Background: an optimization exercise with open tools, aiming at small area. Do not read the settings as production practice. Only simulation tests tie the RTL to the original design; equivalence was not proved. The clock port is modelled as an ideal driver; clocking choices that lean on that would not hold on a real chip. Power and IR drop assume default switching activity.

## build 6
Design top, start of the top module:
module top(
    input  clk     ,
    input  rst     ,
    input  btnU    ,
    input  btnD    ,
    input  btnL    ,
    input  btnR    ,
    output       Hsync   ,
    output       Vsync   ,
    output [3:0] vgaRed  ,
    output [3:0] vgaGreen,
    output [3:0] vgaBlue
);
    wire [11:0] h_count;
    wire [10:0] v_count;
    wire video_on;
    wire [8:0] pos_l, pos_r;
    wire [10:0] nhp;
    wire [9:0]  nvp;
    wire circ;
    reg  white;    
    vga_controller vga_ctrl (
        .clk(clk), .rst(rst), .video_on(video_on), .hsync(Hsync), .vsync(Vsync),
        .h_count(h_count), .v_count(v_count));
    reg rst_seen;
    always @(posedge clk or posedge rst) begin
        if (rst) rst_seen <= 1'b1;
        else     rst_seen <= 1'b0;
    end
    rectangle rectangle_left_i  (.clk(clk), .rst(rst), .rst_seen(rst_seen), .btnU(btnU), .btnD(btnR), .pos(pos_l));
    rectangle rectangle_right_i (.clk(clk), .rst(rst), .rst_seen(rst_seen), .btnU(btnL), .btnD(btnD), .pos(pos_r));
    circle color_i (.clk(clk), .rst(rst), .rst_seen(rst_seen), .pos_l(pos_l), .pos_r(pos_r), .nhp(nhp), .nvp(nvp));
    circle_hit circle_hit_i (.h(h_count), .v(v_count), .nhp(nhp), .nvp(nvp), .hit(circ));
    wire [11:0] h = h_count;
    wire [10:0] v = v_count;
    wire in_l = (h >= 12'd100) && (h <= 12'd200);
    wire in_r = (h >= 12'd1700) && (h <= 12'd1800);
    wire [8:0] npr = ~(h[10] ? pos_r : pos_l);
    wire [9:0] dq, dc;
    assign dq[0] = ~(v[1] ^ npr[0]);
    assign dc[0] = v[1] | npr[0];
    genvar i;
    for (i = 1; i < 9; i++) begin : dsub
        fa u (.a(v[i+1]), .b(npr[i]), .c(dc[i-1]), .s(dq[i]), .co(dc[i]));
    end
    assign dq[9] = ~(v[10] ^ dc[8]);
    assign dc[9] = v[10] | dc[8];
    wire rows = dc[9] & ((dq < 10'd125) | ((dq == 10'd125) & ~v[0]));
    wire rect = (in_l | in_r) & rows;
    always @(posedge clk or posedge rst) begin
        if (rst) white <= 1'b0;
        else     white <= ~rst_seen & video_on & (rect | circ);
    end
    assign vgaRed   = {4{video_on}};
    assign vgaGreen = {4{video_on & white}};
    assign vgaBlue  = {4{video_on & white}};
endmodule
==> flow/config.mk <==
export PLATFORM = sky130hd
export DESIGN_NAME = top
export DESIGN_NICKNAME = top
export VERILOG_FILES = /design/flow/design.v
export SDC_FILE = /design/flow/constraint.sdc
export NUM_CORES = 4
export LEC_CHECK = 0
export CAP_MARGIN = 0
export CORE_MARGIN = 2
export CORE_UTILIZATION = 40
export SLEW_MARGIN = 0
export SYNTH_HIERARCHICAL = 1
==> flow/constraint.sdc <==
create_clock -name core_clock -period 11.0 [get_ports {clk}]
set_input_delay 2.2000 -clock core_clock [delete_from_list [all_inputs] [get_ports {clk}]]
set_output_delay 2.2000 -clock core_clock [all_outputs]
set_load 0.01 [all_outputs]
standard.sh (not shown) runs the stock make flow with config.mk's settings and CLKGATE_MAP_FILE= SYNTH_SCRIPT=/design/flow/synth_recipe.tcl, a recipe that flattens the netlist after the stock synthesis.
==> flow/flow/run.sh <==
#!/bin/bash
# The standard layout (the standard.sh: ORFS synthesis to finish) with
# three layout choices:
# - after synthesis, combinational cells that ABC sized above drive 1 are
#   set back to drive 1 (flow/downsize.tcl); the flow's repair steps size
#   up again wherever slew, capacitance or timing need it
# - clock tree: clkbuf_8 buffers and no dummy loads at the leaves
# - port buffers: buf_1
# Synthesis, floorplan, power grid, taps, placement and routing are
# standard.sh unchanged. Each tool's output goes to a log file here.
set -e
export CTS_ARGS="-sink_clustering_enable -sink_clustering_size 24 -sink_clustering_max_diameter 80 -sink_clustering_levels 1 -sink_clustering_buffer sky130_fd_sc_hd__clkbuf_8 -repair_clock_nets -buf_list sky130_fd_sc_hd__clkbuf_8 -dont_use_dummy_load"
export BUFFER_PORTS_ARGS="-buffer_cell sky130_fd_sc_hd__buf_1"
bash standard.sh synth > synth.log 2>&1
DS_ODB=orfs/results/$FLOW_PLATFORM/top/base/1_synth.odb \
  openroad -no_init -exit flow/downsize.tcl > downsize.log 2>&1
bash standard.sh > standard.log 2>&1
==> flow/flow/downsize.tcl <==
# Swaps every combinational cell that synthesis sized above drive 1 for the
# same function at drive 1 (or 0), where the platform has one that is not
# don't-use. Timing repair later in the flow sizes cells up where needed.
set odb $::env(DS_ODB)
read_db $odb
set db [ord::get_db]
set block [ord::get_db_block]
set dont_use [list]
if {[info exists ::env(DONT_USE_CELLS)]} { set dont_use $::env(DONT_USE_CELLS) }
# never pick the platform's special-purpose cells
set n 0
foreach inst [$block getInsts] {
  set m [$inst getMaster]
  set name [$m getName]
  if {![regexp {^(sky130_fd_sc_hd__)([a-z0-9]+)_([0-9]+)$} $name -> pre base drv]} { continue }
  if {$drv <= 1} { continue }
  if {[regexp {lpflow|probe} $base]} { continue }
  if {[regexp {^(df|sdf|dl|edf|sedf|clk|buf|fa|ha|fah|conb|tap|fill|decap|diode)} $base]} { continue }
  foreach d {1 0} {
    set cand "${pre}${base}_${d}"
    if {[lsearch -exact $dont_use $cand] >= 0} { continue }
    set nm [$db findMaster $cand]
    if {$nm != "NULL" && $nm != ""} {
      $inst swapMaster $nm
      incr n
      break
    }
  }
}
puts "downsized $n cells"
write_db $odb
[inputs] build 29 vs build 6
--- a/flow/flow/run.sh
+++ b/flow/flow/run.sh
@@ -12 +12 @@
-export CTS_ARGS="-sink_clustering_enable -sink_clustering_size 24 -sink_clustering_max_diameter 80 -sink_clustering_levels 1 -sink_clustering_buffer sky130_fd_sc_hd__clkbuf_8 -repair_clock_nets -buf_list sky130_fd_sc_hd__clkbuf_8 -dont_use_dummy_load"
+export CTS_ARGS="-sink_clustering_enable -repair_clock_nets -buf_list sky130_fd_sc_hd__clkbuf_8 -dont_use_dummy_load"
## What came out
Build 29 reached the end of the flow, and the finished layout is clean on the timing, design-rule and antenna checks. Build 29 -> build 6: first-pass iteration count of the detailed router delta 0, exact match. Changes observed in build 29 relative to build 6: count of mapped cells out of synthesis essentially unchanged; post-cts resize count essentially unchanged; global-route wire length before repair essentially unchanged; fraction of power consumed by combinational cells essentially unchanged.
## Diff of input files: build 78 against build 29
Settings: swapping 0 for 20 in CAP_MARGIN; swapping 0 for 20 in SLEW_MARGIN.
### Flow results
Build 29 and build 78 ended up with roughly the same multi-input gate share of the layout cell area. Between build 78 and build 29, the global route total overflow does not differ in any meaningful way. Taking build 29 as the reference, in build 78 cell count saw little to no change; power consumption saw little to no change. Build 29 and build 78 ended up with nearly the same net switching power of the design. Re detailed-route via count: no difference whatsoever between build 29 and build 78. As far as total inserted antenna cells goes, build 29 and build 78 are indistinguishable; the numbers are identical. Build 78 vs. build 29: height of the die level, worst setup slack was more or less identical. Per the final summary, build 78 finished and its layout is clean on timing, DRC and antenna.

* * *

top, a different RTL version from the one above (not shown whole).
For scale: roughly 20 I/O pins.
Settings: LEC_CHECK=0, CAP_MARGIN=20, CORE_MARGIN=2, CORE_UTILIZATION=65, PLACE_DENSITY=0.75, SLEW_MARGIN=20, SYNTH_HIERARCHICAL=1; clock period 11.0 ns.
==> flow/flow/run.sh <==
#!/bin/bash
# The standard layout (the standard.sh: ORFS's make targets) with these
# layout choices:
# - after synthesis, combinational cells that ABC sized above drive 1 are
#   set back to drive 1 (flow/downsize.tcl); the flow's repair steps size
#   up again wherever slew, capacitance or timing need it
# - clock tree: ORFS's CTS step, run through flow/cts.py to allow up to 30
#   sinks per H-tree leaf (8 leaves instead of 16), with clkbuf_16 buffers
#   and no dummy loads; flow/post_cts.tcl then sets each leaf buffer to
#   clkbuf_8 where the estimated clock slew at its flip-flops stays low
# - port buffers: buf_1
# Synthesis, floorplan, power grid, taps, placement and routing are
# standard.sh unchanged. Each tool's output goes to a log file here.
set -e
export CTS_ARGS="-sink_clustering_enable -repair_clock_nets -root_buf sky130_fd_sc_hd__clkbuf_16 -buf_list sky130_fd_sc_hd__clkbuf_16 -dont_use_dummy_load"
export CTS_MAX_LEAF_SINKS=30
export POST_CTS_TCL=$PWD/flow/post_cts.tcl
export BUFFER_PORTS_ARGS="-buffer_cell sky130_fd_sc_hd__buf_1"
bash standard.sh synth > synth.log 2>&1
DS_ODB=orfs/results/$FLOW_PLATFORM/top/base/1_synth.odb \
  openroad -no_init -exit flow/downsize.tcl > downsize.log 2>&1
bash standard.sh place > place.log 2>&1
bash standard.sh run RUN_SCRIPT=$PWD/flow/cts.py RUN_LOG_NAME_STEM=4_1_cts > cts.log 2>&1
bash standard.sh > standard.log 2>&1
==> flow/flow/cts.py <==
# Runs ORFS's own CTS step (scripts/cts.tcl, with CTS_ARGS and POST_CTS_TCL
# from run.sh) after raising TritonCTS's limit on sinks per H-tree leaf from
# its default of 15, which has no Tcl option: with about 140 flip-flops the
# H-tree then stops one level earlier (8 leaf buffers instead of 16).
import os
from openroad import Design, Tech

tech = Tech()
design = Design(tech)
parms = design.getTritonCts().getParms()
parms.setNumMaxLeafSinks(int(os.environ.get("CTS_MAX_LEAF_SINKS", "30")))
print("CTS max leaf sinks:", parms.getNumMaxLeafSinks())
design.evalTclString("source $::env(SCRIPTS_DIR)/cts.tcl")
==> flow/flow/post_cts.tcl <==
estimate_parasitics -placement
set small_cell [get_lib_cells sky130_fd_sc_hd__clkbuf_8]
set big_cell [get_lib_cells sky130_fd_sc_hd__clkbuf_16]
proc worst_load_slew {inst} {
  set worst 0.0
  foreach opin [get_pins -of_objects $inst -filter "direction==output"] {
    foreach p [get_pins -of_objects [get_nets -of_objects $opin] -filter "direction==input"] {
      set s [get_property $p slew_max]
      if {$s > $worst} { set worst $s }
    }
  }
  return $worst
}
foreach inst [get_cells *] {
  if {[get_property $inst ref_name] ne "sky130_fd_sc_hd__clkbuf_16"} { continue }
  set ipin [get_pins -of_objects $inst -filter "direction==input"]
  if {[get_full_name [get_nets -of_objects $ipin]] eq "clk"} { continue }
  replace_cell $inst $small_cell
  estimate_parasitics -placement
  set s [worst_load_slew $inst]
  if {$s > 0.110} {
    replace_cell $inst $big_cell
    estimate_parasitics -placement
    puts "post_cts: [get_full_name $inst] stays clkbuf_16 (clkbuf_8 slew $s)"
  } else {
    puts "post_cts: [get_full_name $inst] -> clkbuf_8 (slew $s)"
  }
}
detailed_placement
check_placement -verbose
Scripts as last shown in full above: flow/flow/downsize.tcl
The baseline completed with no timing, DRC or antenna violations.
Edit:
==> flow/flow/run.sh (replaced) <==
#!/bin/bash
# The standard layout (the standard.sh: ORFS synthesis to finish) with
# these layout choices:
# - after synthesis, combinational cells that ABC sized above drive 1 are
#   set back to drive 1 (flow/downsize.tcl); the flow's repair steps size
#   up again wherever slew, capacitance or timing need it
# - clock tree: ORFS's CTS step run through flow/cts.py, with clkbuf_8
#   buffers, no dummy loads at the leaves and up to 30 sinks per H-tree leaf
# - port buffers: buf_1
# Synthesis, floorplan, power grid, taps, placement and routing are
# standard.sh unchanged. Each tool's output goes to a log file here.
set -e
export CTS_ARGS="-sink_clustering_enable -repair_clock_nets -root_buf sky130_fd_sc_hd__clkbuf_16 -tree_buf sky130_fd_sc_hd__clkbuf_8 -buf_list sky130_fd_sc_hd__clkbuf_8 -dont_use_dummy_load"
export BUFFER_PORTS_ARGS="-buffer_cell sky130_fd_sc_hd__buf_1"
export CTS_MAX_LEAF_SINKS=30
export POST_CTS_TCL=$PWD/flow/post_cts.tcl
bash standard.sh synth > synth.log 2>&1
DS_ODB=orfs/results/$FLOW_PLATFORM/top/base/1_synth.odb \
  openroad -no_init -exit flow/downsize.tcl > downsize.log 2>&1
bash standard.sh place > place.log 2>&1
bash standard.sh run RUN_SCRIPT=$PWD/flow/cts.py RUN_LOG_NAME_STEM=4_1_cts > cts.log 2>&1
bash standard.sh > standard.log 2>&1
==> flow/flow/cts.py (replaced) <==
# Runs ORFS's own CTS step (scripts/cts.tcl, with CTS_ARGS from run.sh)
# after raising TritonCTS's limit on sinks per H-tree leaf from its default
# of 15, which has no Tcl option: with about 140 flip-flops the H-tree then
# stops one level earlier (8 leaf buffers instead of 16).
import os
from openroad import Design, Tech

tech = Tech()
design = Design(tech)
parms = design.getTritonCts().getParms()
parms.setNumMaxLeafSinks(int(os.environ.get("CTS_MAX_LEAF_SINKS", "30")))
print("CTS max leaf sinks:", parms.getNumMaxLeafSinks())
design.evalTclString("source $::env(SCRIPTS_DIR)/cts.tcl")
--- a/flow/flow/post_cts.tcl
+++ b/flow/flow/post_cts.tcl
@@ -19,5 +19,5 @@
   estimate_parasitics -placement
   set s [worst_load_slew $inst]
-  if {$s > 0.110} {
+  if {$s > 0.100} {
     replace_cell $inst $big_cell
     estimate_parasitics -placement
--- a/flow/config.mk
+++ b/flow/config.mk
@@ -8,6 +8,6 @@
 export CAP_MARGIN = 20
 export CORE_MARGIN = 2
-export CORE_UTILIZATION = 65
-export PLACE_DENSITY = 0.75
+export CORE_UTILIZATION = 75
+export PLACE_DENSITY = 0.85
 export SLEW_MARGIN = 20
 export SYNTH_HIERARCHICAL = 1
What happened: Sequential power stays flat; maximum frequency climbs by a few percent; via count went up by a few percent; setup slack gets better by 0.24 ns; final area is about the same; routed wire length climbs by a few percent; critical path depth is unchanged; clock power is higher by a little under a tenth.
Edit:
==> flow/flow/run.sh (replaced) <==
#!/bin/bash
# The standard layout (the standard.sh: ORFS's make targets) with these
# layout choices:
# - after synthesis, combinational cells that ABC sized above drive 1 are
#   set back to drive 1 (flow/downsize.tcl); the flow's repair steps size
#   up again wherever slew, capacitance or timing need it
# - clock tree: ORFS's CTS step, run through flow/cts.py to allow up to 30
#   sinks per H-tree leaf (8 leaves instead of 16), with clkbuf_16 buffers
#   and no dummy loads; flow/post_cts.tcl then sets each leaf buffer to
#   clkbuf_8 where the estimated clock slew at its flip-flops stays low
# - port buffers: buf_1
# Synthesis, floorplan, power grid, taps, placement and routing are
# standard.sh unchanged. Each tool's output goes to a log file here.
set -e
export CTS_ARGS="-sink_clustering_enable -repair_clock_nets -root_buf sky130_fd_sc_hd__clkbuf_16 -buf_list sky130_fd_sc_hd__clkbuf_16 -dont_use_dummy_load"
export CTS_MAX_LEAF_SINKS=30
export POST_CTS_TCL=$PWD/flow/post_cts.tcl
export BUFFER_PORTS_ARGS="-buffer_cell sky130_fd_sc_hd__buf_1"
bash standard.sh synth > synth.log 2>&1
DS_ODB=orfs/results/$FLOW_PLATFORM/top/base/1_synth.odb \
  openroad -no_init -exit flow/downsize.tcl > downsize.log 2>&1
bash standard.sh place > place.log 2>&1
bash standard.sh run RUN_SCRIPT=$PWD/flow/cts.py RUN_LOG_NAME_STEM=4_1_cts > cts.log 2>&1
bash standard.sh > standard.log 2>&1
==> flow/flow/cts.py (replaced) <==
# Runs ORFS's own CTS step (scripts/cts.tcl, with CTS_ARGS and POST_CTS_TCL
# from run.sh) after raising TritonCTS's limit on sinks per H-tree leaf from
# its default of 15, which has no Tcl option: with about 140 flip-flops the
# H-tree then stops one level earlier (8 leaf buffers instead of 16).
import os
from openroad import Design, Tech

tech = Tech()
design = Design(tech)
parms = design.getTritonCts().getParms()
parms.setNumMaxLeafSinks(int(os.environ.get("CTS_MAX_LEAF_SINKS", "30")))
print("CTS max leaf sinks:", parms.getNumMaxLeafSinks())
design.evalTclString("source $::env(SCRIPTS_DIR)/cts.tcl")
--- a/flow/flow/post_cts.tcl
+++ b/flow/flow/post_cts.tcl
@@ -19,5 +19,5 @@
   estimate_parasitics -placement
   set s [worst_load_slew $inst]
-  if {$s > 0.100} {
+  if {$s > 0.110} {
     replace_cell $inst $big_cell
     estimate_parasitics -placement
--- a/flow/config.mk
+++ b/flow/config.mk
@@ -8,6 +8,6 @@
 export CAP_MARGIN = 20
 export CORE_MARGIN = 2
-export CORE_UTILIZATION = 75
-export PLACE_DENSITY = 0.85
+export CORE_UTILIZATION = 65
+export PLACE_DENSITY = 0.75
 export SLEW_MARGIN = 20
 export SYNTH_HIERARCHICAL = 1
=> Worst setup slack got worse by 0.24 ns; critical path depth stays the same; clock skew barely changes; hold slack improved by 0.0084 ns; power went down by 2.6%; design area barely changes; via count went down by 4.0%; die area went up by 15%; synthesized area does not change; first-iteration DRC count went down by 11%; routed wire length went down by 4.3%.
Edit:
==> flow/flow/run.sh (replaced) <==
#!/bin/bash
# The standard layout (the standard.sh: ORFS synthesis to finish) with
# these layout choices:
# - after synthesis, combinational cells that ABC sized above drive 1 are
#   set back to drive 1 (flow/downsize.tcl); the flow's repair steps size
#   up again wherever slew, capacitance or timing need it
# - clock tree: ORFS's CTS step run through flow/cts.py, with clkbuf_8
#   buffers, no dummy loads at the leaves and up to 30 sinks per H-tree leaf
# - port buffers: buf_1
# Synthesis, floorplan, power grid, taps, placement and routing are
# standard.sh unchanged. Each tool's output goes to a log file here.
set -e
export CTS_ARGS="-sink_clustering_enable -repair_clock_nets -root_buf sky130_fd_sc_hd__clkbuf_16 -tree_buf sky130_fd_sc_hd__clkbuf_8 -buf_list sky130_fd_sc_hd__clkbuf_8 -dont_use_dummy_load"
export BUFFER_PORTS_ARGS="-buffer_cell sky130_fd_sc_hd__buf_1"
export CTS_MAX_LEAF_SINKS=30
export POST_CTS_TCL=$PWD/flow/post_cts.tcl
bash standard.sh synth > synth.log 2>&1
DS_ODB=orfs/results/$FLOW_PLATFORM/top/base/1_synth.odb \
  openroad -no_init -exit flow/downsize.tcl > downsize.log 2>&1
bash standard.sh place > place.log 2>&1
bash standard.sh run RUN_SCRIPT=$PWD/flow/cts.py RUN_LOG_NAME_STEM=4_1_cts > cts.log 2>&1
bash standard.sh > standard.log 2>&1
==> flow/flow/cts.py (replaced) <==
# Runs ORFS's own CTS step (scripts/cts.tcl, with CTS_ARGS from run.sh)
# after raising TritonCTS's limit on sinks per H-tree leaf from its default
# of 15, which has no Tcl option: with about 140 flip-flops the H-tree then
# stops one level earlier (8 leaf buffers instead of 16).
import os
from openroad import Design, Tech

tech = Tech()
design = Design(tech)
parms = design.getTritonCts().getParms()
parms.setNumMaxLeafSinks(int(os.environ.get("CTS_MAX_LEAF_SINKS", "30")))
print("CTS max leaf sinks:", parms.getNumMaxLeafSinks())
design.evalTclString("source $::env(SCRIPTS_DIR)/cts.tcl")
--- a/flow/flow/post_cts.tcl
+++ b/flow/flow/post_cts.tcl
@@ -19,5 +19,5 @@
   estimate_parasitics -placement
   set s [worst_load_slew $inst]
-  if {$s > 0.110} {
+  if {$s > 0.100} {
     replace_cell $inst $big_cell
     estimate_parasitics -placement
Effect: Final cell count stays the same; worst setup slack gets worse by 0.0041 ns; utilization is about the same; design area is about the same; first-iteration DRC count is lower by a few percent; via count stays flat; total power is higher slightly; routed wire length hardly moves.

[re-timing with driven ports]
In the flow no input, the clock included, has a driving cell. The finished layouts below were timed again as built, in two steps.
Step 1 sets driving cells, clkbuf_16 on the clock port and buf_2 on the other inputs (assumed; they add their load-dependent delay and slew).
Step 2 times the ports against the registers' clock, not the clock port: input delays grow and output delays shrink by t, the midpoint of the rising clock arrivals with the driver on.
Three values: ideal, step 1, step 2; two values: the first two.
run	shift t [ns]	setup WS [ns]	cell pins on the clock port's net
build 6	0.466	1.897 / 1.897 / 1.897	1
build 29	0.466	1.897 / 1.897 / 1.897	1
build 78	0.466	1.897 / 1.897 / 1.897	1
the first run of note 2	0.383	1.743 / 1.743 / 1.743	1
the second run of note 2	0.390	1.979 / 1.979 / 1.979	1
the third run of note 2	0.383	1.743 / 1.743 / 1.743	1
the fourth run of note 2	0.386	1.739 / 1.739 / 1.739	1
After both steps setup and hold are still met in every run listed.
